This is an optimization exercise on Yosys and OpenROAD, whose aim is small area, not a production implementation.
In this exercise RTL edits were held to simulation tests only and were not proved equivalent to the original.
The clock port is modelled as an ideal driver; clocking choices that lean on that would not hold on a real chip.
No activity file was given, so power comes from the tool's default toggle rates.

Setup of the reference run:
==> module top, before the edit <==
module top(
    input clk,
    input reset,
    input [2:0] btn,
    input [7:0] sw,
    input RsRx,
    output RsTx,
    output [15:0] led,
    output uartTx,
    output uartRx
    );
reg [6:0] l;
reg [4:0] g;
reg [2:0] j6;            
wire l_end = (l == 7'd14);
wire g19 = g[4] & g[1] & g[0];
wire g5  = ~g[3] & g[2] & ~g[1] & g[0];
wire g7  = ~g[3] & g[2] & g[1] & g[0];
wire g15 = g[3] & g[2] & g[1] & g[0];
always @(posedge clk, posedge reset) begin
    if (reset) begin
        l <= 7'd14;
        g <= 5'd5;
        j6 <= 3'd0;
    end else begin
        l <= {l[5:0], ~(l[6] ^ l[5] ^ l_end)};
        g <= (l_end & g19) ? 5'd0 : g + {4'd0, l_end};
        j6 <= {j6[1:0], ~j6[2]};
    end
end
reg [3:0] k;
reg [7:0] d;           
reg       cy;          
wire load = l_end & g5;
wire k_inc = l_end & g15;    
wire [3:0] addend = {k[3] & ~k[1], k[2], k[1] & ~k[3], k[0]};
always @(posedge clk, posedge reset) begin
    if (reset) k <= 4'd15;
    else if (k_inc) k <= (k == 4'd10) ? 4'd0 : k + 4'd1;
end
always @(posedge clk) begin
    if (load) d <= sw;
end
wire a_bit = ~g[2] & addend[g[1:0]];
wire d_bit = d[g[2:0]];
wire s_bit = d_bit ^ a_bit ^ cy;
always @(posedge clk) begin
    if (l_end) cy <= g[3] & ((d_bit & a_bit) | (d_bit & cy) | (a_bit & cy));
end
wire tx_low = ~(k[3] & k[2]) & (g7 | (g[3] & ~s_bit));    
assign RsTx = ~tx_low;
assign uartTx = RsTx;
assign uartRx = RsRx;
reg [3:0] p;
reg [3:0] t;
reg m_a, m_b, m_nl;    
wire rx_tick = ~j6[2] & ~j6[0];
wire rx_idle = p[3] & ~p[2] & p[0];
wire rx_done = p[3] & ~p[1] & p[0];    
reg [2:0] ptr;
wire ptr0 = (ptr == 3'd0);
wire [2:0] i = p[2:0];
wire [7:0] c_u = 8'h55, c_d = 8'h44, c_p = 8'h50, c_n = 8'h4E, c_nl = 8'h0A;
wire e_a  = ptr0 ? c_u[i] : c_p[i];
wire e_b  = ptr0 ? c_d[i] : c_n[i];
wire e_nl = c_nl[i];
wire sample = rx_tick & (&t) & ~p[3];
always @(posedge clk, posedge reset) begin
    if (reset) p <= 4'd11;
    else if (rx_idle) p <= {1'b1, ~RsRx, 2'b11};
    else if (rx_tick) p <= p + {3'd0, &t};
end
always @(posedge clk) begin
    if (rx_idle) t <= 4'd8;
    else if (rx_tick) t <= t + 4'd1;
end
always @(posedge clk) begin
    if (rx_idle) begin
        m_a <= 1'b1; m_b <= 1'b1; m_nl <= 1'b1;
    end else if (sample) begin
        m_a <= m_a & (RsRx == e_a);
        m_b <= m_b & (RsRx == e_b);
        m_nl <= m_nl & (RsRx == e_nl);
    end
end
reg b0u, b0d, b1p, b1n;
always @(posedge clk, posedge reset) begin
    if (reset) ptr <= 3'd0;
    else ptr <= (rx_done & m_nl) ? 3'd0 : ptr + {2'd0, rx_done};
end
always @(posedge clk) begin
    if (rx_done && !m_nl && ptr == 3'd0) begin b0u <= m_a; b0d <= m_b; end
    if (rx_done && !m_nl && ptr == 3'd1) begin b1p <= m_a; b1n <= m_b; end
end
wire cmd_up = rx_done & m_nl & b0u & b1p;
wire cmd_dn = rx_done & m_nl & b0d & b1n;
reg prev_btn;
always @(posedge clk) prev_btn <= btn[0];
wire btn_edge = btn[0] & ~prev_btn;
reg [1:0] mode;
always @(posedge clk, posedge reset) begin
    if (reset) mode <= 2'd0;
    else if (cmd_up) mode <= 2'd1;
    else if (cmd_dn) mode <= 2'd2;
    else if (btn_edge) mode <= (mode == 2'd3) ? 2'd1 : mode + 2'd1;
end
reg [6:0] q;
reg zf, dn;
reg [13:0] cnt_led;
wire counting = mode[0] ^ mode[1];
wire step = counting & (q == 7'd75);
wire [14:0] c;
assign c[0] = step & ~zf;
genvar gi;
generate for (gi = 0; gi < 14; gi = gi + 1) begin : g_ch
    assign c[gi+1] = c[gi] & (cnt_led[gi] ^ dn);
end endgenerate
wire up_wrap = ~dn & (&{cnt_led[13], cnt_led[10:8], cnt_led[3:0]});
wire clr = step & (zf | up_wrap);
wire dn_wrap = c[14];
localparam [13:0] K9999 = 14'd9999;
always @(posedge clk, posedge reset) begin
    if (reset) cnt_led <= 14'd0;
    else cnt_led <= (cnt_led ^ c[13:0]) & {14{~clr}} & (K9999 | {14{~dn_wrap}});
end
always @(posedge clk) begin
    q <= (counting & ~step) ? {q[5:0], ~(q[6] ^ q[5])} : 7'd0;
    if (!counting) zf <= 1'b1;
    else if (step) zf <= 1'b0;
end
always @(posedge clk) if (step) dn <= mode[1];
assign led = {mode, cnt_led};
endmodule
clock: 10.0 ns
lec_check: 0
abc_area: 1
cap_margin: 20
core_margin: 2
core_utilization: 50
slew_margin: 20
standard.sh (not shown) runs the stock make flow with config.mk's settings and CLKGATE_MAP_FILE= SYNTH_SCRIPT=/design/flow/synth_recipe.tcl, a recipe that flattens the netlist after the stock synthesis.
==> flow/flow/run.sh <==
#!/bin/bash
# Standard ORFS layout (the standard.sh) with these changes:
#  - synthesis maps logic with an area-oriented ABC script (flow/abc_area.script,
#    used through ABC_AREA=1 from a local copy of the ORFS scripts folder);
#    registers and the rest of synthesis are unchanged;
#  - port buffers are sky130_fd_sc_hd__buf_1;
#  - the clock tree is built from clkbuf_8 without dummy loads, then each clock
#    buffer is downsized while flip-flop clock slews stay under 110 ps (flow/post_cts.tcl).
set -euo pipefail
rm -rf orfs_scripts
cp -r "$FLOW_HOME/scripts" orfs_scripts
cp flow/abc_area.script orfs_scripts/abc_area.script
export SCRIPTS_DIR="$PWD/orfs_scripts"
export BUFFER_PORTS_ARGS="-buffer_cell sky130_fd_sc_hd__buf_1"
export CTS_ARGS="-sink_clustering_enable -repair_clock_nets -dont_use_dummy_load -buf_list sky130_fd_sc_hd__clkbuf_8"
export POST_CTS_TCL="$PWD/flow/post_cts.tcl"
bash standard.sh > standard.log 2>&1
Other scripts of this flow, unchanged in this note and not shown: flow/flow/abc_area.script, flow/flow/post_cts.tcl
The reference run | stages: all done | timing, DRC, antenna: all pass
The inputs of the trial run differ from those of the reference run as listed below.
--- a/flow/design.v
+++ b/flow/design.v
@@ -9,58 +9,57 @@
     output [15:0] led,
     output uartTx,
     output uartRx
     );
 reg [6:0] l;
 reg [4:0] g;
+reg       first_done;    
 reg [2:0] j6;            
 wire l_end = (l == 7'd14);
-wire g19 = g[4] & g[1] & g[0];
-wire g5  = ~g[3] & g[2] & ~g[1] & g[0];
-wire g7  = ~g[3] & g[2] & g[1] & g[0];
-wire g15 = g[3] & g[2] & g[1] & g[0];
 always @(posedge clk, posedge reset) begin
     if (reset) begin
         l <= 7'd14;
         g <= 5'd5;
+        first_done <= 1'b0;
         j6 <= 3'd0;
     end else begin
         l <= {l[5:0], ~(l[6] ^ l[5] ^ l_end)};
-        g <= (l_end & g19) ? 5'd0 : g + {4'd0, l_end};
+        g <= (l_end & (g == 5'd19)) ? 5'd0 : g + {4'd0, l_end};
+        first_done <= first_done | g[4];
         j6 <= {j6[1:0], ~j6[2]};
     end
 end
-reg [3:0] k;
+reg [3:0] k;           
 reg [7:0] d;           
 reg       cy;          
-wire load = l_end & g5;
-wire k_inc = l_end & g15;    
+wire load = first_done & l_end & (g == 5'd5);
+wire k_inc = first_done & l_end & (g == 5'd15);    
 wire [3:0] addend = {k[3] & ~k[1], k[2], k[1] & ~k[3], k[0]};
 always @(posedge clk, posedge reset) begin
-    if (reset) k <= 4'd15;
+    if (reset) k <= 4'd0;
     else if (k_inc) k <= (k == 4'd10) ? 4'd0 : k + 4'd1;
 end
 always @(posedge clk) begin
     if (load) d <= sw;
 end
 wire a_bit = ~g[2] & addend[g[1:0]];
 wire d_bit = d[g[2:0]];
 wire s_bit = d_bit ^ a_bit ^ cy;
 always @(posedge clk) begin
     if (l_end) cy <= g[3] & ((d_bit & a_bit) | (d_bit & cy) | (a_bit & cy));
 end
-wire tx_low = ~(k[3] & k[2]) & (g7 | (g[3] & ~s_bit));    
+wire tx_low = first_done & ((g == 5'd7) | (g[3] & ~g[4] & ~s_bit));
 assign RsTx = ~tx_low;
 assign uartTx = RsTx;
 assign uartRx = RsRx;
 reg [3:0] p;
 reg [3:0] t;
 reg m_a, m_b, m_nl;    
 wire rx_tick = ~j6[2] & ~j6[0];
 wire rx_idle = p[3] & ~p[2] & p[0];
-wire rx_done = p[3] & ~p[1] & p[0];    
+wire rx_done = (p == 4'd9);
 reg [2:0] ptr;
 wire ptr0 = (ptr == 3'd0);
 wire [2:0] i = p[2:0];
 wire [7:0] c_u = 8'h55, c_d = 8'h44, c_p = 8'h50, c_n = 8'h4E, c_nl = 8'h0A;
 wire e_a  = ptr0 ? c_u[i] : c_p[i];
 wire e_b  = ptr0 ? c_d[i] : c_n[i];
[summary]
The trial run | status: complete | timing, DRC, antenna: pass. Routed wire length delta for the trial run relative to the reference run: about 1.5% higher. g[1]$_DFF_PP0_ as the start point of the critical path was reported by the trial run, and mode[1]$_DFFE_PP0P_ by the reference run. The trial run: sequential cell count about 1.4% above the reference run. Final cell area: the trial run above the reference run. Compared with the reference run, the trial run shows a cell count after placement that is 2.7% higher. Compared with the reference run, the trial run shows final instance count without filler cells that has gone up by a few percent. On share of total power in the clock network, the trial run and the reference run are basically level. The trial run falls short of the reference run in vias after detailed routing. Lower fraction of registers with async set or reset after synthesis was reported by the reference run, not the trial run. From the reference run to the trial run the numbers moved as follows: synthesized-area fraction occupied by adder cells ~0 delta; instance count on the critical path -10.

## what the ideal ports hide
Ports are ideal in the flow. The routed layouts listed here were re-timed in OpenROAD. Step 1 (the two cells are an assumption about what drives the block):
set clk [get_ports {clk}]
set_driving_cell -lib_cell sky130_fd_sc_hd__clkbuf_16 $clk
set_driving_cell -lib_cell sky130_fd_sc_hd__buf_2 [delete_from_list [all_inputs] $clk]
Step 2 adds t to the input delays and takes it off the output delays; t is the mean of the earliest and latest rising clock arrival at the registers after step 1. Input paths then give back, and output paths get back, about the clock's delay inside the block. a / b / c = no drivers / after step 1 / after step 2; a / b = the first two.
run | t, ns | setup slack, ns | slew at the worst register clock pin (ns)
the reference run | 0.483 | 5.131 / 5.131 / 5.131 | 0.11 / 0.11
the trial run | 0.508 | 5.189 / 5.164 / 5.460 | 0.10 / 0.10
After both steps every run listed still meets setup and hold.
